This design comes from an exercise in tuning for small area and a short achievable clock period on the open sky130 flow, not from production work. No run shown here included a check of the RTL's function; only the layout flow was run. The clock port is modelled as an ideal driver; clocking choices that lean on that would not hold on a real chip.

==> flow/design.v <==
module prng (
    input logic [31:0] seed,
    output logic [31:0] rand_num,
    input logic clk,
    input logic rst
);
    logic [31:0] state;
    wire [30:0] x = state[30:0];
    wire [30:0] xn = ~state[30:0];
    wire [30:0] nxt;
    wire s0; wire c0;
    assign s0 = 1'b1 ^ x[2] ^ xn[0];
    assign c0 = (1'b1 & x[2]) | (1'b1 & xn[0]) | (x[2] & xn[0]);
    wire s1; wire c1;
    assign s1 = 1'b1 ^ x[3] ^ xn[1];
    assign c1 = (1'b1 & x[3]) | (1'b1 & xn[1]) | (x[3] & xn[1]);
    wire s2; wire c2;
    fa u2 (.a(x[4]), .b(xn[2]), .c(xn[0]), .s(s2), .co(c2));
    wire s3; wire c3;
    fa u3 (.a(x[5]), .b(xn[3]), .c(xn[1]), .s(s3), .co(c3));
    wire s4; wire c4;
    assign s4 = 1'b0 ^ x[4] ^ x[2];
    assign c4 = (1'b0 & x[4]) | (1'b0 & x[2]) | (x[4] & x[2]);
    wire s5; wire c5;
    fa u5 (.a(x[6]), .b(c3), .c(~s4), .s(s5), .co(c5));
    wire s6; wire c6;
    fa u6 (.a(x[7]), .b(xn[5]), .c(xn[3]), .s(s6), .co(c6));
    wire s7; wire c7;
    fa u7 (.a(x[0]), .b(~c4), .c(s6), .s(s7), .co(c7));
    wire s8; wire c8;
    fa u8 (.a(x[8]), .b(xn[6]), .c(xn[4]), .s(s8), .co(c8));
    wire s9; wire c9;
    fa u9 (.a(x[1]), .b(c6), .c(s8), .s(s9), .co(c9));
    wire s10; wire c10;
    assign s10 = 1'b1 ^ x[9] ^ x[2];
    assign c10 = (1'b1 & x[9]) | (1'b1 & x[2]) | (x[9] & x[2]);
    wire s11; wire c11;
    fa u11 (.a(xn[7]), .b(xn[5]), .c(xn[0]), .s(s11), .co(c11));
    wire s12; wire c12;
    fa u12 (.a(c8), .b(s10), .c(s11), .s(s12), .co(c12));
    wire s13; wire c13;
    fa u13 (.a(xn[8]), .b(xn[6]), .c(xn[1]), .s(s13), .co(c13));
    wire s14; wire c14;
    fa u14 (.a(x[10]), .b(x[3]), .c(c10), .s(s14), .co(c14));
    wire s15; wire c15;
    fa u15 (.a(c11), .b(s13), .c(c12), .s(s15), .co(c15));
    wire s16; wire c16;
    fa u16 (.a(xn[9]), .b(xn[7]), .c(xn[2]), .s(s16), .co(c16));
    wire s17; wire c17;
    fa u17 (.a(x[11]), .b(x[4]), .c(c13), .s(s17), .co(c17));
    wire s18; wire c18;
    fa u18 (.a(s16), .b(c14), .c(s17), .s(s18), .co(c18));
    wire s19; wire c19;
    assign s19 = 1'b1 ^ x[12] ^ x[5];
    assign c19 = (1'b1 & x[12]) | (1'b1 & x[5]) | (x[12] & x[5]);
    wire s20; wire c20;
    fa u20 (.a(xn[10]), .b(xn[8]), .c(xn[3]), .s(s20), .co(c20));
    wire s21; wire c21;
    fa u21 (.a(x[0]), .b(c16), .c(s19), .s(s21), .co(c21));
    wire s22; wire c22;
    fa u22 (.a(s20), .b(c17), .c(s21), .s(s22), .co(c22));
    wire s23; wire c23;
    assign s23 = 1'b1 ^ x[13] ^ x[6];
    assign c23 = (1'b1 & x[13]) | (1'b1 & x[6]) | (x[13] & x[6]);
    wire s24; wire c24;
    fa u24 (.a(xn[11]), .b(xn[9]), .c(xn[4]), .s(s24), .co(c24));
    wire s25; wire c25;
    fa u25 (.a(x[1]), .b(c19), .c(c20), .s(s25), .co(c25));
    wire s26; wire c26;
    fa u26 (.a(s23), .b(s24), .c(c21), .s(s26), .co(c26));
    wire s27; wire c27;
    fa u27 (.a(s25), .b(c22), .c(s26), .s(s27), .co(c27));
    wire s28; wire c28;
    fa u28 (.a(x[14]), .b(x[7]), .c(x[2]), .s(s28), .co(c28));
    wire s29; wire c29;
    fa u29 (.a(xn[12]), .b(xn[10]), .c(xn[5]), .s(s29), .co(c29));
    wire s30; wire c30;
    fa u30 (.a(x[0]), .b(c23), .c(c24), .s(s30), .co(c30));
    wire s31; wire c31;
    fa u31 (.a(s28), .b(s29), .c(c25), .s(s31), .co(c31));
    wire s32; wire c32;
    fa u32 (.a(s30), .b(c26), .c(s31), .s(s32), .co(c32));
    wire s33; wire c33;
    fa u33 (.a(x[15]), .b(x[8]), .c(x[3]), .s(s33), .co(c33));
    wire s34; wire c34;
    fa u34 (.a(xn[13]), .b(xn[11]), .c(xn[6]), .s(s34), .co(c34));
    wire s35; wire c35;
    fa u35 (.a(x[1]), .b(c28), .c(c29), .s(s35), .co(c35));
    wire s36; wire c36;
    fa u36 (.a(s33), .b(s34), .c(c30), .s(s36), .co(c36));
    wire s37; wire c37;
    fa u37 (.a(s35), .b(c31), .c(s36), .s(s37), .co(c37));
    wire s38; wire c38;
    fa u38 (.a(xn[14]), .b(xn[12]), .c(xn[7]), .s(s38), .co(c38));
    wire s39; wire c39;
    fa u39 (.a(x[9]), .b(x[4]), .c(x[2]), .s(s39), .co(c39));
    wire s40; wire c40;
    fa u40 (.a(x[16]), .b(c33), .c(c34), .s(s40), .co(c40));
    wire s41; wire c41;
    fa u41 (.a(s38), .b(s39), .c(c35), .s(s41), .co(c41));
    wire s42; wire c42;
    fa u42 (.a(s40), .b(c36), .c(s41), .s(s42), .co(c42));
    wire s43; wire c43;
    assign s43 = 1'b0 ^ x[15] ^ x[13];
    assign c43 = (1'b0 & x[15]) | (1'b0 & x[13]) | (x[15] & x[13]);
    wire s44; wire c44;
    fa u44 (.a(x[10]), .b(x[5]), .c(x[3]), .s(s44), .co(c44));
    wire s45; wire c45;
    fa u45 (.a(xn[8]), .b(xn[0]), .c(x[17]), .s(s45), .co(c45));
    wire s46; wire c46;
    fa u46 (.a(c38), .b(c39), .c(~s43), .s(s46), .co(c46));
    wire s47; wire c47;
    fa u47 (.a(s44), .b(s45), .c(c40), .s(s47), .co(c47));
    wire s48; wire c48;
    fa u48 (.a(s46), .b(c41), .c(s47), .s(s48), .co(c48));
    wire s49; wire c49;
    fa u49 (.a(xn[14]), .b(xn[9]), .c(xn[1]), .s(s49), .co(c49));
    wire s50; wire c50;
    fa u50 (.a(x[11]), .b(x[6]), .c(x[4]), .s(s50), .co(c50));
    wire s51; wire c51;
    fa u51 (.a(xn[16]), .b(~c43), .c(c44), .s(s51), .co(c51));
    wire s52; wire c52;
    fa u52 (.a(x[18]), .b(s49), .c(s50), .s(s52), .co(c52));
    wire s53; wire c53;
    fa u53 (.a(c45), .b(c46), .c(s51), .s(s53), .co(c53));
    wire s54; wire c54;
    fa u54 (.a(s52), .b(c47), .c(s53), .s(s54), .co(c54));
    wire s55; wire c55;
    fa u55 (.a(xn[15]), .b(xn[10]), .c(xn[2]), .s(s55), .co(c55));
    wire s56; wire c56;
    fa u56 (.a(x[12]), .b(x[7]), .c(x[5]), .s(s56), .co(c56));
    wire s57; wire c57;
    fa u57 (.a(x[0]), .b(xn[17]), .c(x[19]), .s(s57), .co(c57));
    wire s58; wire c58;
    fa u58 (.a(c49), .b(c50), .c(s55), .s(s58), .co(c58));
    wire s59; wire c59;
    fa u59 (.a(s56), .b(c51), .c(s57), .s(s59), .co(c59));
    wire s60; wire c60;
    fa u60 (.a(c52), .b(s58), .c(c53), .s(s60), .co(c60));
    wire s61; wire c61;
    fa u61 (.a(s59), .b(c54), .c(s60), .s(s61), .co(c61));
    wire s62; wire c62;
    fa u62 (.a(x[13]), .b(x[8]), .c(x[6]), .s(s62), .co(c62));
    wire s63; wire c63;
    fa u63 (.a(xn[11]), .b(xn[3]), .c(x[1]), .s(s63), .co(c63));
    wire s64; wire c64;
    fa u64 (.a(xn[16]), .b(xn[18]), .c(x[20]), .s(s64), .co(c64));
    wire s65; wire c65;
    fa u65 (.a(c55), .b(c56), .c(s62), .s(s65), .co(c65));
    wire s66; wire c66;
    fa u66 (.a(s63), .b(c57), .c(s64), .s(s66), .co(c66));
    wire s67; wire c67;
    fa u67 (.a(c58), .b(s65), .c(c59), .s(s67), .co(c67));
    wire s68; wire c68;
    fa u68 (.a(s66), .b(c60), .c(s67), .s(s68), .co(c68));
    wire s69; wire c69;
    fa u69 (.a(x[14]), .b(x[9]), .c(x[7]), .s(s69), .co(c69));
    wire s70; wire c70;
    fa u70 (.a(xn[12]), .b(xn[4]), .c(x[2]), .s(s70), .co(c70));
    wire s71; wire c71;
    fa u71 (.a(xn[17]), .b(xn[19]), .c(c62), .s(s71), .co(c71));
    wire s72; wire c72;
    fa u72 (.a(c63), .b(x[21]), .c(s69), .s(s72), .co(c72));
    wire s73; wire c73;
    fa u73 (.a(s70), .b(c64), .c(c65), .s(s73), .co(c73));
    wire s74; wire c74;
    fa u74 (.a(s71), .b(s72), .c(c66), .s(s74), .co(c74));
    wire s75; wire c75;
    fa u75 (.a(s73), .b(c67), .c(s74), .s(s75), .co(c75));
    wire s76; wire c76;
    assign s76 = 1'b1 ^ x[15] ^ x[10];
    assign c76 = (1'b1 & x[15]) | (1'b1 & x[10]) | (x[15] & x[10]);
    wire s77; wire c77;
    fa u77 (.a(xn[13]), .b(xn[5]), .c(xn[0]), .s(s77), .co(c77));
    wire s78; wire c78;
    fa u78 (.a(x[8]), .b(x[3]), .c(xn[18]), .s(s78), .co(c78));
    wire s79; wire c79;
    fa u79 (.a(xn[20]), .b(c69), .c(c70), .s(s79), .co(c79));
    wire s80; wire c80;
    fa u80 (.a(x[22]), .b(s76), .c(s77), .s(s80), .co(c80));
    wire s81; wire c81;
    fa u81 (.a(s78), .b(c71), .c(c72), .s(s81), .co(c81));
    wire s82; wire c82;
    fa u82 (.a(s79), .b(s80), .c(c73), .s(s82), .co(c82));
    wire s83; wire c83;
    fa u83 (.a(s81), .b(c74), .c(s82), .s(s83), .co(c83));
    wire s84; wire c84;
    fa u84 (.a(xn[14]), .b(xn[6]), .c(xn[1]), .s(s84), .co(c84));
    wire s85; wire c85;
    fa u85 (.a(x[11]), .b(x[9]), .c(x[4]), .s(s85), .co(c85));
    wire s86; wire c86;
    fa u86 (.a(x[16]), .b(c76), .c(c77), .s(s86), .co(c86));
    wire s87; wire c87;
    fa u87 (.a(xn[19]), .b(xn[21]), .c(s84), .s(s87), .co(c87));
    wire s88; wire c88;
    fa u88 (.a(s85), .b(x[23]), .c(c78), .s(s88), .co(c88));
    wire s89; wire c89;
    fa u89 (.a(c79), .b(c80), .c(s86), .s(s89), .co(c89));
    wire s90; wire c90;
    fa u90 (.a(s87), .b(s88), .c(c81), .s(s90), .co(c90));
    wire s91; wire c91;
    fa u91 (.a(s89), .b(c82), .c(s90), .s(s91), .co(c91));
    wire s92; wire c92;
    fa u92 (.a(xn[15]), .b(xn[7]), .c(xn[2]), .s(s92), .co(c92));
    wire s93; wire c93;
    fa u93 (.a(x[12]), .b(x[10]), .c(x[5]), .s(s93), .co(c93));
    wire s94; wire c94;
    fa u94 (.a(x[17]), .b(c84), .c(c85), .s(s94), .co(c94));
    wire s95; wire c95;
    fa u95 (.a(xn[20]), .b(xn[22]), .c(s92), .s(s95), .co(c95));
    wire s96; wire c96;
    fa u96 (.a(s93), .b(x[24]), .c(c86), .s(s96), .co(c96));
    wire s97; wire c97;
    fa u97 (.a(c87), .b(s94), .c(c88), .s(s97), .co(c97));
    wire s98; wire c98;
    fa u98 (.a(s95), .b(c89), .c(s96), .s(s98), .co(c98));
    wire s99; wire c99;
    fa u99 (.a(s97), .b(c90), .c(s98), .s(s99), .co(c99));
    wire s100; wire c100;
    fa u100 (.a(x[13]), .b(x[11]), .c(x[6]), .s(s100), .co(c100));
    wire s101; wire c101;
    fa u101 (.a(xn[8]), .b(xn[3]), .c(x[0]), .s(s101), .co(c101));
    wire s102; wire c102;
    fa u102 (.a(xn[16]), .b(c92), .c(c93), .s(s102), .co(c102));
    wire s103; wire c103;
    fa u103 (.a(x[18]), .b(s100), .c(s101), .s(s103), .co(c103));
    wire s104; wire c104;
    fa u104 (.a(xn[21]), .b(xn[23]), .c(x[25]), .s(s104), .co(c104));
    wire s105; wire c105;
    fa u105 (.a(c94), .b(c95), .c(s102), .s(s105), .co(c105));
    wire s106; wire c106;
    fa u106 (.a(s103), .b(c96), .c(s104), .s(s106), .co(c106));
    wire s107; wire c107;
    fa u107 (.a(c97), .b(s105), .c(c98), .s(s107), .co(c107));
    wire s108; wire c108;
    fa u108 (.a(s106), .b(c99), .c(s107), .s(s108), .co(c108));
    wire s109; wire c109;
    fa u109 (.a(x[14]), .b(x[12]), .c(x[7]), .s(s109), .co(c109));
    wire s110; wire c110;
    fa u110 (.a(xn[9]), .b(xn[4]), .c(x[1]), .s(s110), .co(c110));
    wire s111; wire c111;
    fa u111 (.a(xn[17]), .b(c100), .c(c101), .s(s111), .co(c111));
    wire s112; wire c112;
    fa u112 (.a(x[19]), .b(s109), .c(s110), .s(s112), .co(c112));
    wire s113; wire c113;
    fa u113 (.a(xn[22]), .b(xn[24]), .c(x[26]), .s(s113), .co(c113));
    wire s114; wire c114;
    fa u114 (.a(c102), .b(c103), .c(s111), .s(s114), .co(c114));
    wire s115; wire c115;
    fa u115 (.a(s112), .b(c104), .c(s113), .s(s115), .co(c115));
    wire s116; wire c116;
    fa u116 (.a(c105), .b(s114), .c(c106), .s(s116), .co(c116));
    wire s117; wire c117;
    fa u117 (.a(s115), .b(c107), .c(s116), .s(s117), .co(c117));
    wire s118; wire c118;
    fa u118 (.a(x[15]), .b(x[13]), .c(x[8]), .s(s118), .co(c118));
    wire s119; wire c119;
    fa u119 (.a(xn[10]), .b(xn[5]), .c(x[2]), .s(s119), .co(c119));
    wire s120; wire c120;
    fa u120 (.a(xn[18]), .b(c109), .c(c110), .s(s120), .co(c120));
    wire s121; wire c121;
    fa u121 (.a(x[20]), .b(s118), .c(s119), .s(s121), .co(c121));
    wire s122; wire c122;
    fa u122 (.a(xn[23]), .b(xn[25]), .c(c111), .s(s122), .co(c122));
    wire s123; wire c123;
    fa u123 (.a(x[27]), .b(c112), .c(s120), .s(s123), .co(c123));
    wire s124; wire c124;
    fa u124 (.a(s121), .b(c113), .c(c114), .s(s124), .co(c124));
    wire s125; wire c125;
    fa u125 (.a(s122), .b(s123), .c(c115), .s(s125), .co(c125));
    wire s126; wire c126;
    fa u126 (.a(s124), .b(c116), .c(s125), .s(s126), .co(c126));
    wire s127; wire c127;
    fa u127 (.a(x[14]), .b(x[9]), .c(x[3]), .s(s127), .co(c127));
    wire s128; wire c128;
    fa u128 (.a(xn[11]), .b(xn[6]), .c(x[16]), .s(s128), .co(c128));
    wire s129; wire c129;
    fa u129 (.a(xn[19]), .b(c118), .c(c119), .s(s129), .co(c129));
    wire s130; wire c130;
    fa u130 (.a(x[21]), .b(s127), .c(s128), .s(s130), .co(c130));
    wire s131; wire c131;
    fa u131 (.a(xn[24]), .b(xn[26]), .c(c120), .s(s131), .co(c131));
    wire s132; wire c132;
    fa u132 (.a(x[28]), .b(c121), .c(s129), .s(s132), .co(c132));
    wire s133; wire c133;
    fa u133 (.a(s130), .b(c122), .c(c123), .s(s133), .co(c133));
    wire s134; wire c134;
    fa u134 (.a(s131), .b(s132), .c(c124), .s(s134), .co(c134));
    wire s135; wire c135;
    fa u135 (.a(s133), .b(c125), .c(s134), .s(s135), .co(c135));
    wire s136; wire c136;
    fa u136 (.a(x[15]), .b(x[10]), .c(x[4]), .s(s136), .co(c136));
    wire s137; wire c137;
    fa u137 (.a(xn[12]), .b(xn[7]), .c(x[17]), .s(s137), .co(c137));
    wire s138; wire c138;
    fa u138 (.a(xn[20]), .b(c127), .c(c128), .s(s138), .co(c138));
    wire s139; wire c139;
    fa u139 (.a(x[22]), .b(s136), .c(s137), .s(s139), .co(c139));
    wire s140; wire c140;
    fa u140 (.a(xn[25]), .b(c129), .c(xn[27]), .s(s140), .co(c140));
    wire s141; wire c141;
    fa u141 (.a(x[29]), .b(c130), .c(s138), .s(s141), .co(c141));
    wire s142; wire c142;
    fa u142 (.a(c131), .b(s139), .c(c132), .s(s142), .co(c142));
    wire s143; wire c143;
    fa u143 (.a(s140), .b(s141), .c(c133), .s(s143), .co(c143));
    wire s144; wire c144;
    fa u144 (.a(s142), .b(c134), .c(s143), .s(s144), .co(c144));
    wire s145;
    assign s145 = x[11] ^ x[5] ^ x[0];
    wire s146;
    assign s146 = xn[13] ^ xn[8] ^ x[16];
    wire s147;
    assign s147 = x[18] ^ c136 ^ xn[21];
    wire s148;
    assign s148 = s145 ^ c137 ^ x[23];
    wire s149;
    assign s149 = s146 ^ xn[26] ^ c138;
    wire s150;
    assign s150 = xn[28] ^ s147 ^ x[30];
    wire s151;
    assign s151 = c139 ^ s148 ^ c140;
    wire s152;
    assign s152 = c141 ^ s149 ^ s150;
    wire s153;
    assign s153 = c142 ^ s151 ^ s152;
    wire s154;
    assign s154 = c143 ^ s153 ^ c144;
    wire [30:0] ra, rb;
    assign ra[0] = x[0];
    assign rb[0] = 1'b1;
    assign ra[1] = x[1];
    assign rb[1] = 1'b0;
    assign ra[2] = s0;
    assign rb[2] = 1'b0;
    assign ra[3] = c0;
    assign rb[3] = s1;
    assign ra[4] = c1;
    assign rb[4] = s2;
    assign ra[5] = c2;
    assign rb[5] = s3;
    assign ra[6] = s5;
    assign rb[6] = 1'b0;
    assign ra[7] = c5;
    assign rb[7] = s7;
    assign ra[8] = c7;
    assign rb[8] = s9;
    assign ra[9] = c9;
    assign rb[9] = s12;
    assign ra[10] = s14;
    assign rb[10] = s15;
    assign ra[11] = c15;
    assign rb[11] = s18;
    assign ra[12] = c18;
    assign rb[12] = s22;
    assign ra[13] = s27;
    assign rb[13] = 1'b0;
    assign ra[14] = c27;
    assign rb[14] = s32;
    assign ra[15] = c32;
    assign rb[15] = s37;
    assign ra[16] = c37;
    assign rb[16] = s42;
    assign ra[17] = c42;
    assign rb[17] = s48;
    assign ra[18] = c48;
    assign rb[18] = s54;
    assign ra[19] = s61;
    assign rb[19] = 1'b0;
    assign ra[20] = c61;
    assign rb[20] = s68;
    assign ra[21] = c68;
    assign rb[21] = s75;
    assign ra[22] = c75;
    assign rb[22] = s83;
    assign ra[23] = c83;
    assign rb[23] = s91;
    assign ra[24] = c91;
    assign rb[24] = s99;
    assign ra[25] = s108;
    assign rb[25] = 1'b0;
    assign ra[26] = c108;
    assign rb[26] = s117;
    assign ra[27] = c117;
    assign rb[27] = s126;
    assign ra[28] = c126;
    assign rb[28] = s135;
    assign ra[29] = c135;
    assign rb[29] = s144;
    assign ra[30] = s154;
    assign rb[30] = 1'b0;
    wire [30:0] g0 = ra & rb;
    wire [30:0] p0 = ra ^ rb;
    wire gg1 = g0[1] | (p0[1] & g0[0]);
    wire gg2 = g0[2] | (p0[2] & gg1);
    wire gg3 = g0[3] | (p0[3] & g0[2]);
    wire pp3 = p0[3] & p0[2];
    wire gg4 = gg3 | (pp3 & gg1);
    wire gg5 = g0[4] | (p0[4] & g0[3]);
    wire pp5 = p0[4] & p0[3];
    wire gg6 = gg5 | (pp5 & gg2);
    wire gg7 = g0[5] | (p0[5] & g0[4]);
    wire pp7 = p0[5] & p0[4];
    wire gg8 = gg7 | (pp7 & g0[3]);
    wire pp8 = pp7 & p0[3];
    wire gg9 = gg8 | (pp8 & gg2);
    wire gg10 = g0[6] | (p0[6] & gg9);
    wire gg11 = g0[7] | (p0[7] & g0[6]);
    wire pp11 = p0[7] & p0[6];
    wire gg12 = gg11 | (pp11 & gg9);
    wire gg13 = g0[8] | (p0[8] & g0[7]);
    wire pp13 = p0[8] & p0[7];
    wire gg14 = gg13 | (pp13 & gg10);
    wire gg15 = g0[9] | (p0[9] & g0[8]);
    wire pp15 = p0[9] & p0[8];
    wire gg16 = gg15 | (pp15 & gg11);
    wire pp16 = pp15 & pp11;
    wire gg17 = gg16 | (pp16 & gg9);
    wire gg18 = g0[10] | (p0[10] & gg15);
    wire pp18 = p0[10] & pp15;
    wire gg19 = gg18 | (pp18 & gg12);
    wire gg20 = g0[11] | (p0[11] & g0[10]);
    wire pp20 = p0[11] & p0[10];
    wire gg21 = gg20 | (pp20 & gg17);
    wire gg22 = g0[12] | (p0[12] & gg20);
    wire pp22 = p0[12] & pp20;
    wire gg23 = gg22 | (pp22 & gg17);
    wire gg24 = g0[13] | (p0[13] & gg23);
    wire gg25 = g0[14] | (p0[14] & g0[13]);
    wire pp25 = p0[14] & p0[13];
    wire gg26 = gg25 | (pp25 & gg23);
    wire gg27 = g0[15] | (p0[15] & g0[14]);
    wire pp27 = p0[15] & p0[14];
    wire gg28 = gg27 | (pp27 & g0[13]);
    wire pp28 = pp27 & p0[13];
    wire gg29 = gg28 | (pp28 & gg23);
    wire gg30 = g0[16] | (p0[16] & g0[15]);
    wire pp30 = p0[16] & p0[15];
    wire gg31 = gg30 | (pp30 & g0[14]);
    wire pp31 = pp30 & p0[14];
    wire gg32 = gg31 | (pp31 & gg24);
    wire gg33 = g0[17] | (p0[17] & g0[16]);
    wire pp33 = p0[17] & p0[16];
    wire gg34 = gg33 | (pp33 & gg27);
    wire pp34 = pp33 & pp27;
    wire gg35 = gg34 | (pp34 & gg24);
    wire gg36 = g0[18] | (p0[18] & g0[17]);
    wire pp36 = p0[18] & p0[17];
    wire gg37 = gg36 | (pp36 & gg30);
    wire pp37 = pp36 & pp30;
    wire gg38 = gg37 | (pp37 & gg26);
    wire gg39 = g0[18] | (p0[18] & gg33);
    wire pp39 = p0[18] & pp33;
    wire gg40 = g0[19] | (p0[19] & gg39);
    wire pp40 = p0[19] & pp39;
    wire gg41 = gg40 | (pp40 & gg29);
    wire gg42 = g0[20] | (p0[20] & g0[19]);
    wire pp42 = p0[20] & p0[19];
    wire gg43 = gg42 | (pp42 & gg38);
    wire gg44 = g0[21] | (p0[21] & g0[20]);
    wire pp44 = p0[21] & p0[20];
    wire gg45 = gg44 | (pp44 & g0[19]);
    wire pp45 = pp44 & p0[19];
    wire gg46 = gg45 | (pp45 & gg38);
    wire gg47 = g0[22] | (p0[22] & g0[21]);
    wire pp47 = p0[22] & p0[21];
    wire gg48 = gg47 | (pp47 & gg42);
    wire pp48 = pp47 & pp42;
    wire gg49 = gg48 | (pp48 & gg38);
    wire gg50 = g0[23] | (p0[23] & g0[22]);
    wire pp50 = p0[23] & p0[22];
    wire gg51 = gg50 | (pp50 & gg44);
    wire pp51 = pp50 & pp44;
    wire gg52 = gg51 | (pp51 & gg41);
    wire gg53 = g0[24] | (p0[24] & g0[23]);
    wire pp53 = p0[24] & p0[23];
    wire gg54 = gg53 | (pp53 & gg47);
    wire pp54 = pp53 & pp47;
    wire gg55 = gg54 | (pp54 & gg43);
    wire gg56 = g0[25] | (p0[25] & gg54);
    wire pp56 = p0[25] & pp54;
    wire gg57 = gg56 | (pp56 & gg43);
    wire gg58 = g0[26] | (p0[26] & g0[25]);
    wire pp58 = p0[26] & p0[25];
    wire gg59 = gg58 | (pp58 & gg55);
    wire gg60 = g0[27] | (p0[27] & g0[26]);
    wire pp60 = p0[27] & p0[26];
    wire gg61 = gg60 | (pp60 & g0[25]);
    wire pp61 = pp60 & p0[25];
    wire gg62 = gg61 | (pp61 & gg55);
    wire gg63 = g0[28] | (p0[28] & g0[27]);
    wire pp63 = p0[28] & p0[27];
    wire gg64 = gg63 | (pp63 & gg58);
    wire pp64 = pp63 & pp58;
    wire gg65 = gg64 | (pp64 & gg55);
    wire gg66 = g0[29] | (p0[29] & g0[28]);
    wire pp66 = p0[29] & p0[28];
    wire gg67 = gg66 | (pp66 & gg60);
    wire pp67 = pp66 & pp60;
    wire gg68 = gg67 | (pp67 & gg57);
    wire gg69 = g0[30] | (p0[30] & gg66);
    wire pp69 = p0[30] & pp66;
    wire gg70 = gg69 | (pp69 & gg62);
    assign nxt[0] = p0[0];
    assign nxt[1] = p0[1] ^ g0[0];
    assign nxt[2] = p0[2] ^ gg1;
    assign nxt[3] = p0[3] ^ gg2;
    assign nxt[4] = p0[4] ^ gg4;
    assign nxt[5] = p0[5] ^ gg6;
    assign nxt[6] = p0[6] ^ gg9;
    assign nxt[7] = p0[7] ^ gg10;
    assign nxt[8] = p0[8] ^ gg12;
    assign nxt[9] = p0[9] ^ gg14;
    assign nxt[10] = p0[10] ^ gg17;
    assign nxt[11] = p0[11] ^ gg19;
    assign nxt[12] = p0[12] ^ gg21;
    assign nxt[13] = p0[13] ^ gg23;
    assign nxt[14] = p0[14] ^ gg24;
    assign nxt[15] = p0[15] ^ gg26;
    assign nxt[16] = p0[16] ^ gg29;
    assign nxt[17] = p0[17] ^ gg32;
    assign nxt[18] = p0[18] ^ gg35;
    assign nxt[19] = p0[19] ^ gg38;
    assign nxt[20] = p0[20] ^ gg41;
    assign nxt[21] = p0[21] ^ gg43;
    assign nxt[22] = p0[22] ^ gg46;
    assign nxt[23] = p0[23] ^ gg49;
    assign nxt[24] = p0[24] ^ gg52;
    assign nxt[25] = p0[25] ^ gg55;
    assign nxt[26] = p0[26] ^ gg57;
    assign nxt[27] = p0[27] ^ gg59;
    assign nxt[28] = p0[28] ^ gg62;
    assign nxt[29] = p0[29] ^ gg65;
    assign nxt[30] = p0[30] ^ gg68;
    always_ff @(posedge clk) begin
        if (rst) begin
            state <= seed;
        end else begin
            state <= {1'b0, nxt};
        end
        rand_num <= state;
    end
endmodule
module fa (
    input  logic a,
    input  logic b,
    input  logic c,
    output logic s,
    output logic co
);
    assign s = a ^ b ^ c;
    assign co = (a & b) | (a & c) | (b & c);
endmodule
==> flow/flow/run.sh <==
#!/bin/bash
# Standard layout with two changes: the smallest buffer on each port, and
# useful clock skew between registers after clock tree synthesis (skew.tcl).
export BUFFER_PORTS_ARGS="-buffer_cell sky130_fd_sc_hd__buf_1"
export POST_CTS_TCL="$PWD/flow/skew.tcl"
export SKIP_CTS_REPAIR_TIMING=1
bash standard.sh > standard.log 2>&1
==> flow/flow/skew.py <==
#!/usr/bin/env python3
"""Plan a later clock arrival for registers (useful skew).

usage: skew.py PATHS PERIOD

PATHS holds lines "kind from to slack" as skew.tcl writes them. A delay D[r]
(>= 0) on register r's clock changes a register-to-register path s->e by
D[s] - D[e]. The plan finds the smallest period T such that:
  setup   (PERIOD - slack) + D[s] - D[e] <= T      for register pairs
  hold    slack + D[s] - D[e] >= HOLD_MARGIN
  output  (PERIOD - slack) + D[s] <= T            (the skew may only hurt)
  input   (PERIOD - slack) <= T                   (no gain from the skew)
  D[r] <= DMAX
and prints, for each register that needs a delay, a chain of delay cells.
"""
import sys

DMAX = 1.2
HOLD_MARGIN = 0.3
LEVEL_COST = 0.15
# cells and the delay each adds in front of one register's clock pin (ns)
CELLS = [
    ('sky130_fd_sc_hd__clkbuf_1', 0.09, 3.75),
    ('sky130_fd_sc_hd__dlygate4sd1_1', 0.20, 8.76),
    ('sky130_fd_sc_hd__clkdlybuf4s50_1', 0.46, 10.01),
]

path_file, period = sys.argv[1], float(sys.argv[2])
setup, hold, outp, inp, inhold = {}, {}, {}, {}, {}
regs = set()
for line in open(path_file):
    f = line.split()
    if len(f) != 4:
        continue
    kind, s, e, sl = f[0], f[1], f[2], float(f[3])
    if kind == 'max':
        setup[(s, e)] = min(setup.get((s, e), 1e9), sl)
        regs.update((s, e))
    elif kind == 'min':
        hold[(s, e)] = min(hold.get((s, e), 1e9), sl)
        regs.update((s, e))
    elif kind == 'outmax':
        outp[s] = min(outp.get(s, 1e9), sl)
        regs.add(s)
    elif kind == 'inmax':
        inp[e] = min(inp.get(e, 1e9), sl)
        regs.add(e)
    elif kind == 'inmin':
        inhold[e] = min(inhold.get(e, 1e9), sl)
        regs.add(e)
regs = sorted(regs)
idx = {r: i + 1 for i, r in enumerate(regs)}


def solve(T):
    # difference constraints x[b] >= x[a] + w as edges (a, b, w); longest path
    edges = []
    for r in regs:
        ub = DMAX
        if r in inhold:
            ub = min(ub, max(0.0, inhold[r] - HOLD_MARGIN))
        if r in outp:
            ub = min(ub, T - (period - outp[r]))
        if ub < 0:
            return None
        edges.append((0, idx[r], 0.0))
        edges.append((idx[r], 0, -ub))
    for (s, e), sl in setup.items():
        d = period - sl
        if s == e:
            if d > T:
                return None
            continue
        edges.append((idx[s], idx[e], d - T))
    for (s, e), sl in hold.items():
        if s == e:
            continue
        # D[e] - D[s] <= sl - margin
        edges.append((idx[e], idx[s], -max(0.0, sl - HOLD_MARGIN)))
    for e, sl in inp.items():
        if period - sl > T:
            return None
    n = len(regs) + 1
    x = [0.0] + [-1e18] * (n - 1)
    for it in range(n + 1):
        changed = False
        for a, b, w in edges:
            if x[a] > -1e17 and x[a] + w > x[b] + 1e-9:
                x[b] = x[a] + w
                changed = True
        if not changed:
            return {r: x[idx[r]] for r in regs}
        if x[0] > 1e-9:
            return None
    return None


t0 = max([period - sl for sl in setup.values()] + [period - sl for sl in inp.values()]
         + [period - sl for sl in outp.values()])
lo, hi = 0.0, t0
if solve(hi) is None:
    print(f'# no skew plan (T0 {t0:.3f})')
    sys.exit(0)
for _ in range(40):
    m = (lo + hi) / 2
    if solve(m) is None:
        lo = m
    else:
        hi = m
T = hi
D = solve(T)
print(f'# period without skew {t0:.3f}, with skew {T:.3f}')


CELL_D = {c[0]: c[1] for c in CELLS}


def chain(delta):
    # fewest-area chain of cells whose delay is closest to delta
    best = None
    for a in range(0, 4):
        for b in range(0, 4):
            for c in range(0, 4):
                if a + b + c == 0 or a + b + c > 4:
                    continue
                n = (a, b, c)
                d = sum(k * cell[1] for k, cell in zip(n, CELLS))
                area = sum(k * cell[2] for k, cell in zip(n, CELLS))
                cost = abs(d - delta) + 0.004 * area
                if best is None or cost < best[0]:
                    best = (cost, n)
    out = []
    for k, cell in zip(best[1], CELLS):
        out += [cell[0]] * k
    return out


# Shared delays: the registers are put on a few levels; level k is reached
# through a cascade of delay stages, each stage driving the registers of its
# level and the next stage.
need = sorted((D[r], r) for r in regs if D[r] >= 0.06)
if not need:
    sys.exit(0)
vals = [v for v, _ in need]


def levels_for(k):
    # 1-D k-means on the wanted delays
    cent = [vals[int((i + 0.5) * len(vals) / k)] for i in range(k)]
    for _ in range(50):
        groups = [[] for _ in cent]
        for v in vals:
            groups[min(range(k), key=lambda i: abs(v - cent[i]))].append(v)
        cent = [sum(g) / len(g) if g else c for g, c in zip(groups, cent)]
    err = sum(min(abs(v - c) for c in cent) for v in vals)
    return sorted(cent), err


best = None
for k in range(1, 7):
    cent, err = levels_for(k)
    cost = err + LEVEL_COST * k
    if best is None or cost < best[0]:
        best = (cost, cent)
cent = best[1]
prev = 0.0
real = 0.0
lev_of = {r: min(range(len(cent)), key=lambda i: abs(v - cent[i])) + 1 for v, r in need}
for k, c in enumerate(cent, 1):
    # each stage ends in a stronger buffer that drives its registers and the
    # next stage
    nload = sum(1 for r in lev_of if lev_of[r] == k) + (1 if k < len(cent) else 0)
    driver = ('sky130_fd_sc_hd__clkbuf_8', 0.12) if nload > 3 else ('sky130_fd_sc_hd__clkbuf_4', 0.12)
    rest = c - real - driver[1]
    cells = chain(rest) if rest > 0.05 else []
    cells.append(driver[0])
    real += sum(CELL_D.get(x, driver[1]) for x in cells)
    print('stage', k, f'{c:.3f}', ' '.join(cells))
for v, r in need:
    print('level', r, lev_of[r], f'{v:.3f}')
==> flow/flow/skew.tcl <==
# Useful clock skew between registers, run after clock tree synthesis
# (POST_CTS_TCL). It measures the worst setup and hold slack of every
# register-to-register path, and the worst slack of every path from an input
# and to an output, then asks skew.py for a later clock arrival for each
# register that shortens the period set by the register-to-register paths.
# Paths from the inputs and to the outputs get no gain from it: an input path
# must meet that period without the skew, and an output path must meet it with
# the skew. The delays are made by clock buffers put in front of the
# registers' clock pins.

set skew_dir [file dirname [file normalize [info script]]]
set work_dir [file dirname $skew_dir]
set_propagated_clock [all_clocks]
estimate_parasitics -placement

set regs [all_registers -cells]
set clkpin [dict create]
set dpin [dict create]
set cellof [dict create]
foreach r $regs {
  set n [get_full_name $r]
  dict set cellof $n $r
  foreach p [get_pins -of_objects $r] {
    set pn [get_property $p lib_pin_name]
    if { $pn == "CLK" } { dict set clkpin $n $p }
    if { $pn == "D" } { dict set dpin $n $p }
  }
}

set f [open $work_dir/skew_paths.txt w]
foreach r $regs {
  set n [get_full_name $r]
  set cp [dict get $clkpin $n]
  foreach {kind pd} {max max min min} {
    set paths [find_timing_paths -from $cp -path_delay $pd \
      -group_path_count 10000 -endpoint_path_count 1 -unique_paths_to_endpoint]
    foreach p $paths {
      set ep [get_property $p endpoint]
      set epn [get_full_name $ep]
      if { [get_property $ep direction] == "output" } {
        puts $f "out$kind $n - [get_property $p slack]"
      } else {
        set einst [get_full_name [get_cells -of_objects $ep]]
        puts $f "$kind $n $einst [get_property $p slack]"
      }
    }
  }
  set dp [dict get $dpin $n]
  foreach {kind pd} {inmax max inmin min} {
    set paths [find_timing_paths -from [all_inputs] -to $dp -path_delay $pd]
    foreach p $paths {
      puts $f "$kind - $n [get_property $p slack]"
    }
  }
}
close $f

set period [get_property [lindex [all_clocks] 0] period]
exec python3 $skew_dir/skew.py $work_dir/skew_paths.txt $period > $work_dir/skew_plan.txt
puts "skew plan:"
puts [exec cat $work_dir/skew_plan.txt]

set block [ord::get_db_block]
set stages {}
set level [dict create]
foreach line [split [exec cat $work_dir/skew_plan.txt] "\n"] {
  if { [lindex $line 0] == "stage" } { lappend stages [lrange $line 3 end] }
  if { [lindex $line 0] == "level" } { dict set level [lindex $line 1] [lindex $line 2] }
}
set nbuf 0
set drv_net ""
set k 0
foreach cells $stages {
  incr k
  set pins {}
  set sx 0
  set sy 0
  set np 0
  dict for {n lv} $level {
    if { $lv >= $k } {
      lappend pins [dict get $clkpin $n]
      set loc [[sta::sta_to_db_inst [dict get $cellof $n]] getLocation]
      set sx [expr { $sx + [lindex $loc 0] }]
      set sy [expr { $sy + [lindex $loc 1] }]
      incr np
    }
  }
  if { $np == 0 } { break }
  set xy [list [ord::dbu_to_microns [expr { $sx / $np }]] [ord::dbu_to_microns [expr { $sy / $np }]]]
  foreach cell $cells {
    if { $drv_net == "" } {
      set net [get_nets -of_objects [lindex $pins end]]
      insert_buffer -buffer_cell $cell -net $net -load_pins $pins -load_pins_on_diff_nets \
        -location $xy -buffer_name skewbuf_$nbuf -net_name skewnet_$nbuf
    } else {
      insert_buffer -buffer_cell $cell -net $drv_net -load_pins $pins \
        -location $xy -buffer_name skewbuf_$nbuf -net_name skewnet_$nbuf
    }
    set drv_net [get_nets skewnet_$nbuf]
    set bnet [$block findNet skewnet_$nbuf]
    if { $bnet ne "NULL" && $bnet ne "" } { $bnet setSigType CLOCK }
    incr nbuf
  }
}
puts "skew buffers inserted: $nbuf"

detailed_placement
check_placement -verbose
estimate_parasitics -placement
report_worst_slack -max
report_worst_slack -min
==> flow/standard.sh <==
#!/bin/bash
# synth_recipe.tcl (not shown) runs the flow's synth.tcl, then flattens the netlist and writes it again
# the make line also repeats each setting of config.mk as NAME=value (left out here)
make -C /OpenROAD-flow-scripts/flow DESIGN_CONFIG=/design/flow/config.mk WORK_HOME=/design/flow/orfs CLKGATE_MAP_FILE= SYNTH_SCRIPT=/design/flow/synth_recipe.tcl "${@:-finish}"
==> flow/config.mk <==
export PLATFORM = sky130hd
export DESIGN_NAME = prng
export DESIGN_NICKNAME = prng
export VERILOG_FILES = /design/flow/design.v
export SDC_FILE = /design/flow/constraint.sdc
export NUM_CORES = 4
export LEC_CHECK = 0
export CAP_MARGIN = 20
export CORE_MARGIN = 2
export CORE_UTILIZATION = 50
export CTS_BUF_LIST = sky130_fd_sc_hd__clkbuf_4 sky130_fd_sc_hd__clkbuf_8
export SETUP_SLACK_MARGIN = 3.0
export SLEW_MARGIN = 20
export SYNTH_HIERARCHICAL = 1
==> flow/constraint.sdc <==
create_clock -name core_clock -period 7.0 [get_ports {clk}]
set_input_delay 1.4000 -clock core_clock [delete_from_list [all_inputs] [get_ports {clk}]]
set_output_delay 1.4000 -clock core_clock [all_outputs]
set_load 0.01 [all_outputs]
==> notes.md, run 1 <==
Hold Worst Slack=0.131 ns; fin crit share=54.8%; Synth Area in XOR/XNOR=about 5.4%; Top FF cell, synth=dfxtp_1; max frequency=between 200 and 300 MHz; crit-path max FO=5; Final Hold Vio Count=0; 1st-iter DRT viols=between 150 and 200; setup TNS=0 ns; initial antenna violation count=0; CTS tree=yes; grt ovf=0; fraction of layout cells with a size suffix above 1=around 20%; DRC=0; crit path DAT=around 4.7 ns; die width=between 100 and 150 microns; gr usage total=between 20% and 30%; clock slew seen by the registers of the worst setup and hold paths=0.07 ns; Wirelength per Cell=between 20 and 25 microns; fin nets=between 700 and 800; synthesized instance count=478; final WL=roughly 15 mm; Worst EP required=between 7 and 8 ns; crit path time final=around 3.8 ns; WS Path Type=reg -> reg; Vias/cell=~5.4; Placement Rows=39; most frequent cells in the layout=104 x fa_1, 64 x buf_1, 46 x dfxtp_1; # clock sinks=between 60 and 70; Seq/Total Area, Yosys=between 20% and 30%; Worst-Skew Late Latency=roughly 1.5 ns; Worst setup EP type=flip-flop; post-synthesis net count=a little under 700; die height=roughly 110 microns; GPL Wtd Cong=around 0.91; Worst setup SP type=flip-flop; Max Cap Viol=0; Syn Area/Cell=between 10 and 15 sq um; post-synthesis mux area share=less than 1%; dpl hpwl=approximately 12 mm; Distinct cells, synth=45; Starting Density=51.3%; Multi-input gate area=roughly 0.0045 sq mm; Syn. warnings=7; synthesized area=0.00588 sq mm; HP Class=in -> reg; Post-synth ARST share=0%; count of pins over their slew limit=0; fillers=960; largest family of logic cells by synthesized area=adder cells; number of synthesized flops with an enable pin=0; First-pass DRT Iterations=4; outcome=no timing/DRC/antenna violations; Synth Area in Compound Gates=8.75%; RSZ-0062 raised after global routing=no; IO buf count=65; register area=0.00134 sq mm; Syn-to-layout area delta=16.0%; I/O Pins=66; Least-Margin Pin Slew=roughly 0.6 ns; Slew headroom=between 50% and 60%; routed vias=approximately 3800; Synth Register Bits=64; pin count of the biggest net entering global routing=60; Core ar.=approximately 0.011 sq mm; most common cell after layout, fill and taps aside=fa_1; Final setup viols=0; first-pass GRT wire length=24.7 mm; Die ar.=between 0.01 and 0.015 sq mm; post-synthesis simple-gate area fraction=under 10%; vias in the first global route=about 4400; post-synthesis adder-cell area fraction=54.1%; number of antenna diodes=0; DRT antenna net count=0; Setup Skew=~1.1 ns
-- modules after synthesis, one instance, submodules excluded --
module | flip-flops and latches | cells | copies in the design
prng | 64 | 341 | 1
fa | 0 | 1 | 137
-- cell families after synthesis --
| logic type | Yosys count |
|---|---|
| xor+xnor | 35 |
| flops | 64 |
| buf+inv | 60 |
| fa+ha+maj | 172 |
| simple gates | 66 |
| mux | 4 |
| compound gates | 77 |
-- layer usage --
metal | share of wire [%] | vias up | GRT usage, %
li1 | - | 1731 | -
met1 | 45 | 1948 | 38.5
met2 | 45 | 113 | 40.5
met3 | 5.9 | 31 | 6.37
met4 | 3.4 | 0 | 11.5
met5 | 0 | - | 0
-- worst paths after layout --
path	from	end	slack, ns	cells past startpoint
min reg2reg	state[0]	state[30]	0.29	6
max reg2reg	state[18]	state[23]	3.16	12
max	state[18]	state[23]	3.16	12
min	seed[29]	state[29]	0.13	3
-- synthesized netlist by cell type (2+ instances only) --
cell / number / share of area (%)
and3_1: 2 / 0.21
o21bai_1: 2 / 0.26
xnor2_1: 27 / 4.0
a21oi_1: 11 / 0.94
clkbuf_1: 5 / 0.32
o21ai_0: 25 / 2.1
a31oi_1: 3 / 0.32
o21ai_1: 4 / 0.34
a21o_1: 9 / 1.1
inv_1: 54 / 3.4
ha_1: 35 / 7.4
nor2b_1: 2 / 0.21
o21a_1: 2 / 0.26
nor2_1: 9 / 0.57
a211oi_1: 4 / 0.51
fa_1: 137 / 47
dfxtp_1: 64 / 22
mux2_2: 4 / 0.77
nor3_1: 4 / 0.34
nand2_1: 33 / 2.1
o31ai_1: 5 / 0.64
nand3_1: 8 / 0.68
xor2_1: 7 / 1.0
-- worst max-delay path, cell delays in order (launching register included) --
cell        delay [ns]
dfxtp_4           0.43
clkinvlp_4        0.12
fa_1              0.47
fa_1              0.40
fa_1              0.49
fa_1              0.58
ha_4              0.23
a21o_1            0.16
a21o_1            0.19
a32o_2            0.24
a21oi_2           0.26
nand2_1           0.07
o21ai_0           0.13
-- sequential cells by signal (all words and copies together) (netlist names) --
name      count
rand_num     32
state        32
-- through the flow --
| stage | std cells | util [%] | cell area, sq um | worst slack, ns |
|---|---|---|---|---|
| finish | 706 | 59.5 | 6820 | 3.16 |
| global route | 706 | 59.5 | 6820 | 3.03 |
| detailed placement | 681 | 56.8 | 6510 | 2.42 |
| global placement | 681 | 56.8 | 6510 | 2.46 |
| floorplan | 478 | - | 6100 | 2.71 |
-- final cells by class, clock buffers not listed --
type | instances | share of cell area, %
well taps | 143 | 2.62
repair buffers | 67 | 3.82
inverters | 54 | 3.28
clock inverters | 7 | 1.41
flip-flops and latches | 64 | 19.7
multi-input cells | 354 | 66.4
==> run 2: changes to the inputs <==
--- a/flow/design.v
+++ b/flow/design.v
@@ -92,9 +92,9 @@
     fa u37 (.a(s35), .b(c31), .c(s36), .s(s37), .co(c37));
     wire s38; wire c38;
-    fa u38 (.a(xn[14]), .b(xn[12]), .c(xn[7]), .s(s38), .co(c38));
+    fa u38 (.a(x[16]), .b(x[9]), .c(x[4]), .s(s38), .co(c38));
     wire s39; wire c39;
-    fa u39 (.a(x[9]), .b(x[4]), .c(x[2]), .s(s39), .co(c39));
+    fa u39 (.a(xn[14]), .b(xn[12]), .c(xn[7]), .s(s39), .co(c39));
     wire s40; wire c40;
-    fa u40 (.a(x[16]), .b(c33), .c(c34), .s(s40), .co(c40));
+    fa u40 (.a(x[2]), .b(c33), .c(c34), .s(s40), .co(c40));
     wire s41; wire c41;
     fa u41 (.a(s38), .b(s39), .c(c35), .s(s41), .co(c41));
@@ -115,9 +115,9 @@
     fa u48 (.a(s46), .b(c41), .c(s47), .s(s48), .co(c48));
     wire s49; wire c49;
-    fa u49 (.a(xn[14]), .b(xn[9]), .c(xn[1]), .s(s49), .co(c49));
+    fa u49 (.a(xn[16]), .b(xn[14]), .c(xn[9]), .s(s49), .co(c49));
     wire s50; wire c50;
     fa u50 (.a(x[11]), .b(x[6]), .c(x[4]), .s(s50), .co(c50));
     wire s51; wire c51;
-    fa u51 (.a(xn[16]), .b(~c43), .c(c44), .s(s51), .co(c51));
+    fa u51 (.a(xn[1]), .b(~c43), .c(c44), .s(s51), .co(c51));
     wire s52; wire c52;
     fa u52 (.a(x[18]), .b(s49), .c(s50), .s(s52), .co(c52));
@@ -135,5 +135,5 @@
     fa u58 (.a(c49), .b(c50), .c(s55), .s(s58), .co(c58));
     wire s59; wire c59;
-    fa u59 (.a(s56), .b(c51), .c(s57), .s(s59), .co(c59));
+    fa u59 (.a(s56), .b(s57), .c(c51), .s(s59), .co(c59));
     wire s60; wire c60;
     fa u60 (.a(c52), .b(s58), .c(c53), .s(s60), .co(c60));
@@ -141,9 +141,9 @@
     fa u61 (.a(s59), .b(c54), .c(s60), .s(s61), .co(c61));
     wire s62; wire c62;
-    fa u62 (.a(x[13]), .b(x[8]), .c(x[6]), .s(s62), .co(c62));
+    fa u62 (.a(xn[16]), .b(xn[11]), .c(xn[3]), .s(s62), .co(c62));
     wire s63; wire c63;
-    fa u63 (.a(xn[11]), .b(xn[3]), .c(x[1]), .s(s63), .co(c63));
+    fa u63 (.a(x[13]), .b(x[8]), .c(x[6]), .s(s63), .co(c63));
     wire s64; wire c64;
-    fa u64 (.a(xn[16]), .b(xn[18]), .c(x[20]), .s(s64), .co(c64));
+    fa u64 (.a(x[1]), .b(x[20]), .c(xn[18]), .s(s64), .co(c64));
     wire s65; wire c65;
     fa u65 (.a(c55), .b(c56), .c(s62), .s(s65), .co(c65));
@@ -153,5 +153,5 @@
     fa u67 (.a(c58), .b(s65), .c(c59), .s(s67), .co(c67));
     wire s68; wire c68;
-    fa u68 (.a(s66), .b(c60), .c(s67), .s(s68), .co(c68));
+    fa u68 (.a(s66), .b(s67), .c(c60), .s(s68), .co(c68));
     wire s69; wire c69;
     fa u69 (.a(x[14]), .b(x[9]), .c(x[7]), .s(s69), .co(c69));
@@ -159,11 +159,11 @@
     fa u70 (.a(xn[12]), .b(xn[4]), .c(x[2]), .s(s70), .co(c70));
     wire s71; wire c71;
-    fa u71 (.a(xn[17]), .b(xn[19]), .c(c62), .s(s71), .co(c71));
+    fa u71 (.a(xn[17]), .b(xn[19]), .c(x[21]), .s(s71), .co(c71));
     wire s72; wire c72;
-    fa u72 (.a(c63), .b(x[21]), .c(s69), .s(s72), .co(c72));
+    fa u72 (.a(c62), .b(c63), .c(s69), .s(s72), .co(c72));
     wire s73; wire c73;
-    fa u73 (.a(s70), .b(c64), .c(c65), .s(s73), .co(c73));
+    fa u73 (.a(s70), .b(c64), .c(s71), .s(s73), .co(c73));
     wire s74; wire c74;
-    fa u74 (.a(s71), .b(s72), .c(c66), .s(s74), .co(c74));
+    fa u74 (.a(c65), .b(s72), .c(c66), .s(s74), .co(c74));
     wire s75; wire c75;
     fa u75 (.a(s73), .b(c67), .c(s74), .s(s75), .co(c75));
@@ -174,9 +174,9 @@
     fa u77 (.a(xn[13]), .b(xn[5]), .c(xn[0]), .s(s77), .co(c77));
     wire s78; wire c78;
-    fa u78 (.a(x[8]), .b(x[3]), .c(xn[18]), .s(s78), .co(c78));
+    fa u78 (.a(x[8]), .b(x[3]), .c(xn[20]), .s(s78), .co(c78));
     wire s79; wire c79;
-    fa u79 (.a(xn[20]), .b(c69), .c(c70), .s(s79), .co(c79));
+    fa u79 (.a(xn[18]), .b(c69), .c(c70), .s(s79), .co(c79));
     wire s80; wire c80;
-    fa u80 (.a(x[22]), .b(s76), .c(s77), .s(s80), .co(c80));
+    fa u80 (.a(s76), .b(s77), .c(x[22]), .s(s80), .co(c80));
     wire s81; wire c81;
     fa u81 (.a(s78), .b(c71), .c(c72), .s(s81), .co(c81));
@@ -186,17 +186,17 @@
     fa u83 (.a(s81), .b(c74), .c(s82), .s(s83), .co(c83));
     wire s84; wire c84;
-    fa u84 (.a(xn[14]), .b(xn[6]), .c(xn[1]), .s(s84), .co(c84));
+    fa u84 (.a(x[16]), .b(x[11]), .c(x[9]), .s(s84), .co(c84));
     wire s85; wire c85;
-    fa u85 (.a(x[11]), .b(x[9]), .c(x[4]), .s(s85), .co(c85));
+    fa u85 (.a(xn[14]), .b(xn[6]), .c(xn[1]), .s(s85), .co(c85));
     wire s86; wire c86;
-    fa u86 (.a(x[16]), .b(c76), .c(c77), .s(s86), .co(c86));
+    fa u86 (.a(x[4]), .b(xn[19]), .c(xn[21]), .s(s86), .co(c86));
     wire s87; wire c87;
-    fa u87 (.a(xn[19]), .b(xn[21]), .c(s84), .s(s87), .co(c87));
+    fa u87 (.a(c76), .b(c77), .c(s84), .s(s87), .co(c87));
     wire s88; wire c88;
     fa u88 (.a(s85), .b(x[23]), .c(c78), .s(s88), .co(c88));
     wire s89; wire c89;
-    fa u89 (.a(c79), .b(c80), .c(s86), .s(s89), .co(c89));
+    fa u89 (.a(c79), .b(s86), .c(s87), .s(s89), .co(c89));
     wire s90; wire c90;
-    fa u90 (.a(s87), .b(s88), .c(c81), .s(s90), .co(c90));
+    fa u90 (.a(c80), .b(s88), .c(c81), .s(s90), .co(c90));
     wire s91; wire c91;
     fa u91 (.a(s89), .b(c82), .c(s90), .s(s91), .co(c91));
@@ -208,31 +208,31 @@
     fa u94 (.a(x[17]), .b(c84), .c(c85), .s(s94), .co(c94));
     wire s95; wire c95;
-    fa u95 (.a(xn[20]), .b(xn[22]), .c(s92), .s(s95), .co(c95));
+    fa u95 (.a(xn[20]), .b(s92), .c(s93), .s(s95), .co(c95));
     wire s96; wire c96;
-    fa u96 (.a(s93), .b(x[24]), .c(c86), .s(s96), .co(c96));
+    fa u96 (.a(xn[22]), .b(x[24]), .c(c86), .s(s96), .co(c96));
     wire s97; wire c97;
-    fa u97 (.a(c87), .b(s94), .c(c88), .s(s97), .co(c97));
+    fa u97 (.a(c87), .b(s94), .c(s95), .s(s97), .co(c97));
     wire s98; wire c98;
-    fa u98 (.a(s95), .b(c89), .c(s96), .s(s98), .co(c98));
+    fa u98 (.a(c88), .b(s96), .c(c89), .s(s98), .co(c98));
     wire s99; wire c99;
     fa u99 (.a(s97), .b(c90), .c(s98), .s(s99), .co(c99));
     wire s100; wire c100;
-    fa u100 (.a(x[13]), .b(x[11]), .c(x[6]), .s(s100), .co(c100));
+    fa u100 (.a(xn[16]), .b(xn[8]), .c(xn[3]), .s(s100), .co(c100));
     wire s101; wire c101;
-    fa u101 (.a(xn[8]), .b(xn[3]), .c(x[0]), .s(s101), .co(c101));
+    fa u101 (.a(x[13]), .b(x[11]), .c(x[6]), .s(s101), .co(c101));
     wire s102; wire c102;
-    fa u102 (.a(xn[16]), .b(c92), .c(c93), .s(s102), .co(c102));
+    fa u102 (.a(x[0]), .b(x[18]), .c(xn[21]), .s(s102), .co(c102));
     wire s103; wire c103;
-    fa u103 (.a(x[18]), .b(s100), .c(s101), .s(s103), .co(c103));
+    fa u103 (.a(c92), .b(c93), .c(s100), .s(s103), .co(c103));
     wire s104; wire c104;
-    fa u104 (.a(xn[21]), .b(xn[23]), .c(x[25]), .s(s104), .co(c104));
+    fa u104 (.a(s101), .b(x[25]), .c(xn[23]), .s(s104), .co(c104));
     wire s105; wire c105;
-    fa u105 (.a(c94), .b(c95), .c(s102), .s(s105), .co(c105));
+    fa u105 (.a(c94), .b(s102), .c(c95), .s(s105), .co(c105));
     wire s106; wire c106;
-    fa u106 (.a(s103), .b(c96), .c(s104), .s(s106), .co(c106));
+    fa u106 (.a(s103), .b(s104), .c(c96), .s(s106), .co(c106));
     wire s107; wire c107;
-    fa u107 (.a(c97), .b(s105), .c(c98), .s(s107), .co(c107));
+    fa u107 (.a(c97), .b(s105), .c(s106), .s(s107), .co(c107));
     wire s108; wire c108;
-    fa u108 (.a(s106), .b(c99), .c(s107), .s(s108), .co(c108));
+    fa u108 (.a(c98), .b(s107), .c(c99), .s(s108), .co(c108));
     wire s109; wire c109;
     fa u109 (.a(x[14]), .b(x[12]), .c(x[7]), .s(s109), .co(c109));
@@ -258,21 +258,21 @@
     fa u119 (.a(xn[10]), .b(xn[5]), .c(x[2]), .s(s119), .co(c119));
     wire s120; wire c120;
-    fa u120 (.a(xn[18]), .b(c109), .c(c110), .s(s120), .co(c120));
+    fa u120 (.a(x[20]), .b(c109), .c(c110), .s(s120), .co(c120));
     wire s121; wire c121;
-    fa u121 (.a(x[20]), .b(s118), .c(s119), .s(s121), .co(c121));
+    fa u121 (.a(xn[18]), .b(s118), .c(s119), .s(s121), .co(c121));
     wire s122; wire c122;
-    fa u122 (.a(xn[23]), .b(xn[25]), .c(c111), .s(s122), .co(c122));
+    fa u122 (.a(xn[25]), .b(xn[23]), .c(x[27]), .s(s122), .co(c122));
     wire s123; wire c123;
-    fa u123 (.a(x[27]), .b(c112), .c(s120), .s(s123), .co(c123));
+    fa u123 (.a(c111), .b(c112), .c(s120), .s(s123), .co(c123));
     wire s124; wire c124;
-    fa u124 (.a(s121), .b(c113), .c(c114), .s(s124), .co(c124));
+    fa u124 (.a(s121), .b(c113), .c(s122), .s(s124), .co(c124));
     wire s125; wire c125;
-    fa u125 (.a(s122), .b(s123), .c(c115), .s(s125), .co(c125));
+    fa u125 (.a(c114), .b(s123), .c(c115), .s(s125), .co(c125));
     wire s126; wire c126;
     fa u126 (.a(s124), .b(c116), .c(s125), .s(s126), .co(c126));
     wire s127; wire c127;
-    fa u127 (.a(x[14]), .b(x[9]), .c(x[3]), .s(s127), .co(c127));
+    fa u127 (.a(x[16]), .b(x[14]), .c(x[9]), .s(s127), .co(c127));
     wire s128; wire c128;
-    fa u128 (.a(xn[11]), .b(xn[6]), .c(x[16]), .s(s128), .co(c128));
+    fa u128 (.a(xn[11]), .b(xn[6]), .c(x[3]), .s(s128), .co(c128));
     wire s129; wire c129;
     fa u129 (.a(xn[19]), .b(c118), .c(c119), .s(s129), .co(c129));
@@ -296,11 +296,11 @@
     fa u138 (.a(xn[20]), .b(c127), .c(c128), .s(s138), .co(c138));
     wire s139; wire c139;
-    fa u139 (.a(x[22]), .b(s136), .c(s137), .s(s139), .co(c139));
+    fa u139 (.a(s136), .b(x[22]), .c(xn[25]), .s(s139), .co(c139));
     wire s140; wire c140;
-    fa u140 (.a(xn[25]), .b(c129), .c(xn[27]), .s(s140), .co(c140));
+    fa u140 (.a(s137), .b(xn[27]), .c(c129), .s(s140), .co(c140));
     wire s141; wire c141;
-    fa u141 (.a(x[29]), .b(c130), .c(s138), .s(s141), .co(c141));
+    fa u141 (.a(c130), .b(s138), .c(x[29]), .s(s141), .co(c141));
     wire s142; wire c142;
-    fa u142 (.a(c131), .b(s139), .c(c132), .s(s142), .co(c142));
+    fa u142 (.a(s139), .b(c131), .c(c132), .s(s142), .co(c142));
     wire s143; wire c143;
     fa u143 (.a(s140), .b(s141), .c(c133), .s(s143), .co(c143));
@@ -308,13 +308,13 @@
     fa u144 (.a(s142), .b(c134), .c(s143), .s(s144), .co(c144));
     wire s145;
-    assign s145 = x[11] ^ x[5] ^ x[0];
+    assign s145 = x[16] ^ x[11] ^ x[5];
     wire s146;
-    assign s146 = xn[13] ^ xn[8] ^ x[16];
+    assign s146 = xn[13] ^ xn[8] ^ x[0];
     wire s147;
-    assign s147 = x[18] ^ c136 ^ xn[21];
+    assign s147 = x[18] ^ xn[21] ^ c136;
     wire s148;
-    assign s148 = s145 ^ c137 ^ x[23];
+    assign s148 = s145 ^ s146 ^ c137;
     wire s149;
-    assign s149 = s146 ^ xn[26] ^ c138;
+    assign s149 = x[23] ^ xn[26] ^ c138;
     wire s150;
     assign s150 = xn[28] ^ s147 ^ x[30];
@@ -322,7 +322,7 @@
     assign s151 = c139 ^ s148 ^ c140;
     wire s152;
-    assign s152 = c141 ^ s149 ^ s150;
+    assign s152 = s149 ^ c141 ^ s150;
     wire s153;
-    assign s153 = c142 ^ s151 ^ s152;
+    assign s153 = s151 ^ c142 ^ s152;
     wire s154;
     assign s154 = c143 ^ s153 ^ c144;
@@ -478,28 +478,32 @@
     wire pp54 = pp53 & pp47;
     wire gg55 = gg54 | (pp54 & gg43);
-    wire gg56 = g0[25] | (p0[25] & gg54);
-    wire pp56 = p0[25] & pp54;
-    wire gg57 = gg56 | (pp56 & gg43);
-    wire gg58 = g0[26] | (p0[26] & g0[25]);
-    wire pp58 = p0[26] & p0[25];
-    wire gg59 = gg58 | (pp58 & gg55);
-    wire gg60 = g0[27] | (p0[27] & g0[26]);
-    wire pp60 = p0[27] & p0[26];
-    wire gg61 = gg60 | (pp60 & g0[25]);
-    wire pp61 = pp60 & p0[25];
-    wire gg62 = gg61 | (pp61 & gg55);
-    wire gg63 = g0[28] | (p0[28] & g0[27]);
-    wire pp63 = p0[28] & p0[27];
-    wire gg64 = gg63 | (pp63 & gg58);
-    wire pp64 = pp63 & pp58;
-    wire gg65 = gg64 | (pp64 & gg55);
-    wire gg66 = g0[29] | (p0[29] & g0[28]);
-    wire pp66 = p0[29] & p0[28];
-    wire gg67 = gg66 | (pp66 & gg60);
-    wire pp67 = pp66 & pp60;
-    wire gg68 = gg67 | (pp67 & gg57);
-    wire gg69 = g0[30] | (p0[30] & gg66);
-    wire pp69 = p0[30] & pp66;
-    wire gg70 = gg69 | (pp69 & gg62);
+    wire gg56 = g0[24] | (p0[24] & gg50);
+    wire pp56 = p0[24] & pp50;
+    wire gg57 = g0[25] | (p0[25] & gg56);
+    wire pp57 = p0[25] & pp56;
+    wire gg58 = gg57 | (pp57 & gg46);
+    wire gg59 = g0[26] | (p0[26] & g0[25]);
+    wire pp59 = p0[26] & p0[25];
+    wire gg60 = gg59 | (pp59 & gg55);
+    wire gg61 = g0[27] | (p0[27] & g0[26]);
+    wire pp61 = p0[27] & p0[26];
+    wire gg62 = gg61 | (pp61 & g0[25]);
+    wire pp62 = pp61 & p0[25];
+    wire gg63 = gg62 | (pp62 & gg55);
+    wire gg64 = g0[28] | (p0[28] & g0[27]);
+    wire pp64 = p0[28] & p0[27];
+    wire gg65 = gg64 | (pp64 & gg59);
+    wire pp65 = pp64 & pp59;
+    wire gg66 = gg65 | (pp65 & gg55);
+    wire gg67 = g0[29] | (p0[29] & g0[28]);
+    wire pp67 = p0[29] & p0[28];
+    wire gg68 = gg67 | (pp67 & gg61);
+    wire pp68 = pp67 & pp61;
+    wire gg69 = gg68 | (pp68 & gg58);
+    wire gg70 = g0[29] | (p0[29] & gg64);
+    wire pp70 = p0[29] & pp64;
+    wire gg71 = g0[30] | (p0[30] & gg70);
+    wire pp71 = p0[30] & pp70;
+    wire gg72 = gg71 | (pp71 & gg60);
     assign nxt[0] = p0[0];
     assign nxt[1] = p0[1] ^ g0[0];
@@ -528,9 +532,9 @@
     assign nxt[24] = p0[24] ^ gg52;
     assign nxt[25] = p0[25] ^ gg55;
-    assign nxt[26] = p0[26] ^ gg57;
-    assign nxt[27] = p0[27] ^ gg59;
-    assign nxt[28] = p0[28] ^ gg62;
-    assign nxt[29] = p0[29] ^ gg65;
-    assign nxt[30] = p0[30] ^ gg68;
+    assign nxt[26] = p0[26] ^ gg58;
+    assign nxt[27] = p0[27] ^ gg60;
+    assign nxt[28] = p0[28] ^ gg63;
+    assign nxt[29] = p0[29] ^ gg66;
+    assign nxt[30] = p0[30] ^ gg69;
     always_ff @(posedge clk) begin
         if (rst) begin
==> notes.md, run 2 <==
die width=112 microns (-0.28%); Placement Rows=39 (unchanged); crit-path cells=inv_2 > fa_1 > fa_1 > fa_1 > fa_1 > ha_1 > and2_1 > a221o_2 > o31ai_2; flop-to-flop setup slack=3.12 ns (-0.05 ns); pin count of the biggest net entering global routing=58 (-3.3%); Syn. warnings=7 (unchanged); Top FF cell, synth=dfxtp_1; Least-Margin Pin Slew=0.985 ns (+0.385 ns); setup TNS=0 ns (unchanged); CP most frequent cell=fa_1; post-place instance area=0.00645 sq mm (-0.90%); number of synthesized flops with an enable pin=0 (unchanged); IO buf count=65 (unchanged); Final Hold Vio Count=0 (unchanged); fraction of layout cells with a size suffix above 1=18.8% (-1.3 points); Final setup viols=0 (unchanged); fin crit share=55.5% (+0.66 points); dpl hpwl=11.2 mm (-8.5%); Synth Register Bits=64 (unchanged); RSZ-0062 raised after global routing=yes; CP top delay family=adder cells; first-pass GRT wire length=23.6 mm (-4.1%); initial antenna violation count=0 (unchanged); Syn-to-layout area delta=16.9%; DRC=0 (unchanged); number of antenna diodes=0 (unchanged); outcome=no timing/DRC/antenna violations; biggest regs=rand_num: 32 flops, state: 32 flops; grt ovf=0 (unchanged); Worst EP required=7.58 ns (-0.23 ns); I/O Pins=66 (unchanged); top-count cell post-synth=fa_1; # clock sinks=64 (unchanged); crit path time final=3.88 ns (+0.0462 ns); Worst Reg-to-Reg Cells=9 (-3); Slew headroom=34.4% (-25 points); fillers=970 (+1.0%); CTS tree=yes; most frequent cells in the layout=119 x fa_1, 64 x buf_1, 43 x dfxtp_1; Worst setup EP type=flip-flop; Die ar.=0.0126 sq mm (-0.55%); post-route cell area=0.00683 sq mm (+0.18%); Max Cap Viol=0 (unchanged); most common cell after layout, fill and taps aside=fa_1; Syn Area/Cell=12.4 sq um (+1.1%); GPL Wtd Cong=0.876 (-3.9%); Distinct cells, synth=37 (-18%); DRT antenna net count=0 (unchanged); gr usage total=25.5% (-1.6 points); crit path DAT=4.46 ns (-0.19 ns); Vias/cell=5.26 (-2.8%); synth top area cells=fa_1 47%, dfxtp_1 22%, ha_1 7.5%, xnor2_1 4.6%, inv_1 3.4%; top cells by count, synth=137 x fa_1, 64 x dfxtp_1, 53 x inv_1, 35 x ha_1, 34 x nand2_1; hold depth=5 (+2); Wirelength per Cell=20.2 microns (-5.6%); slowest stage delay, CP=0.52 ns (-0.06 ns); synthesized instance count=470 (-1.7%); Worst setup SP type=flip-flop; WS Path Type=reg -> reg; die height=112 microns (-0.28%); Starting Density=51.2% (-0.077 points); clock slew seen by the registers of the worst setup and hold paths=0.07 ns (about the same); First-pass DRT Iterations=5 (+1)
[run 2: metal layers]
metal | global-route usage (%) | share of wire [%]
met5 | 0 | 0
met4 | 9.51 | 2.4
met3 | 4.97 | 5.7
met2 | 38.7 | 45
met1 | 37.1 | 47
[run 2: path summary, 6_finish.rpt]
kind,from,to
worst min register to register,state[0],state[30]
worst max-delay path,state[18],state[21]
worst max register to register,state[18],state[21]
worst min-delay path,state[0],state[30]
[run 2: final cells by class, clock buffers not listed]
class / count / area (sq um) / area share [%]
Sequential cell: 64 / 1350 / 19.8
Multi-Input combinational cell: 347 / 4490 / 65.8
Tap cell: 143 / 179 / 2.62
Inverter: 53 / 211 / 3.10
Clock inverter: 5 / 103 / 1.50
Timing Repair Buffer: 69 / 275 / 4.03
[run 2: metrics by stage]
step	instances	setup WS [ns]	utilization, %	hold slack [ns]
floorplan	470	2.88	-	0.310
global route	701	2.98	59.8	0.0284
detailed placement	672	2.39	56.5	0.315
global placement	672	2.48	56.5	0.312
finish	701	3.12	59.8	0.0718
[run 2: kinds of logic (layout without fill, tap and decap cells)]
kind of cell	after synthesis	after routing	synth area share, %
xor+xnor	43	43	6.44
flops	64	64	21.9
mux	7	7	1.33
compound gates	70	70	7.86
simple gates	55	55	4.24
fa+ha+maj	172	172	54.4
buf+inv	59	147	3.79
[run 2: worst min-delay path, stage by stage (launching register included)]
cell	delay [ns]
dfxtp_4	0.44
xnor2_1	0.22
xnor2_1	0.10
xnor2_1	0.15
xnor2_1	0.13
mux2_2	0.14
[run 2: per-module statistics from Yosys (local to each module, per instance)]
module | flip-flops and latches | area, sq um | times used | cells
prng | 64 | 3100 | 1 | 333
fa | 0 | 20.0 | 137 | 1

[re-timing with driven ports]
The results above use ideal ports. As a check the final layouts listed here were re-extracted and re-timed, cells and wires unchanged.
Step 1 assumes that a clkbuf_16 drives the clock port and a buf_2 every other input.
Step 2, shift: input delay + t, output delay - t, t = (earliest + latest rising clock arrival at the registers) / 2. This alone moves slack from input paths to output paths.
Slacks: ideal / step 1 / step 2; pairs: ideal / step 1.
| run | shift t [ns] | setup WS [ns] | worst setup path after step 2 | clock arrival spread, ns | slew at the worst register clock pin (ns) | cell pins on the clock port's net |
|---|---|---|---|---|---|---|
| run 1 | 0.943 | 3.163 / 3.163 / 3.163 | register to register | 1.116 / 1.116 | 0.09 / 0.09 | 1 |
| run 2 | 0.950 | 3.117 / 3.117 / 3.117 | register to register | 1.152 / 1.152 | 0.07 / 0.07 | 1 |
Clock arrivals are far apart in run 1 and run 2, so t is only a midpoint there and step 2 fits no single register.
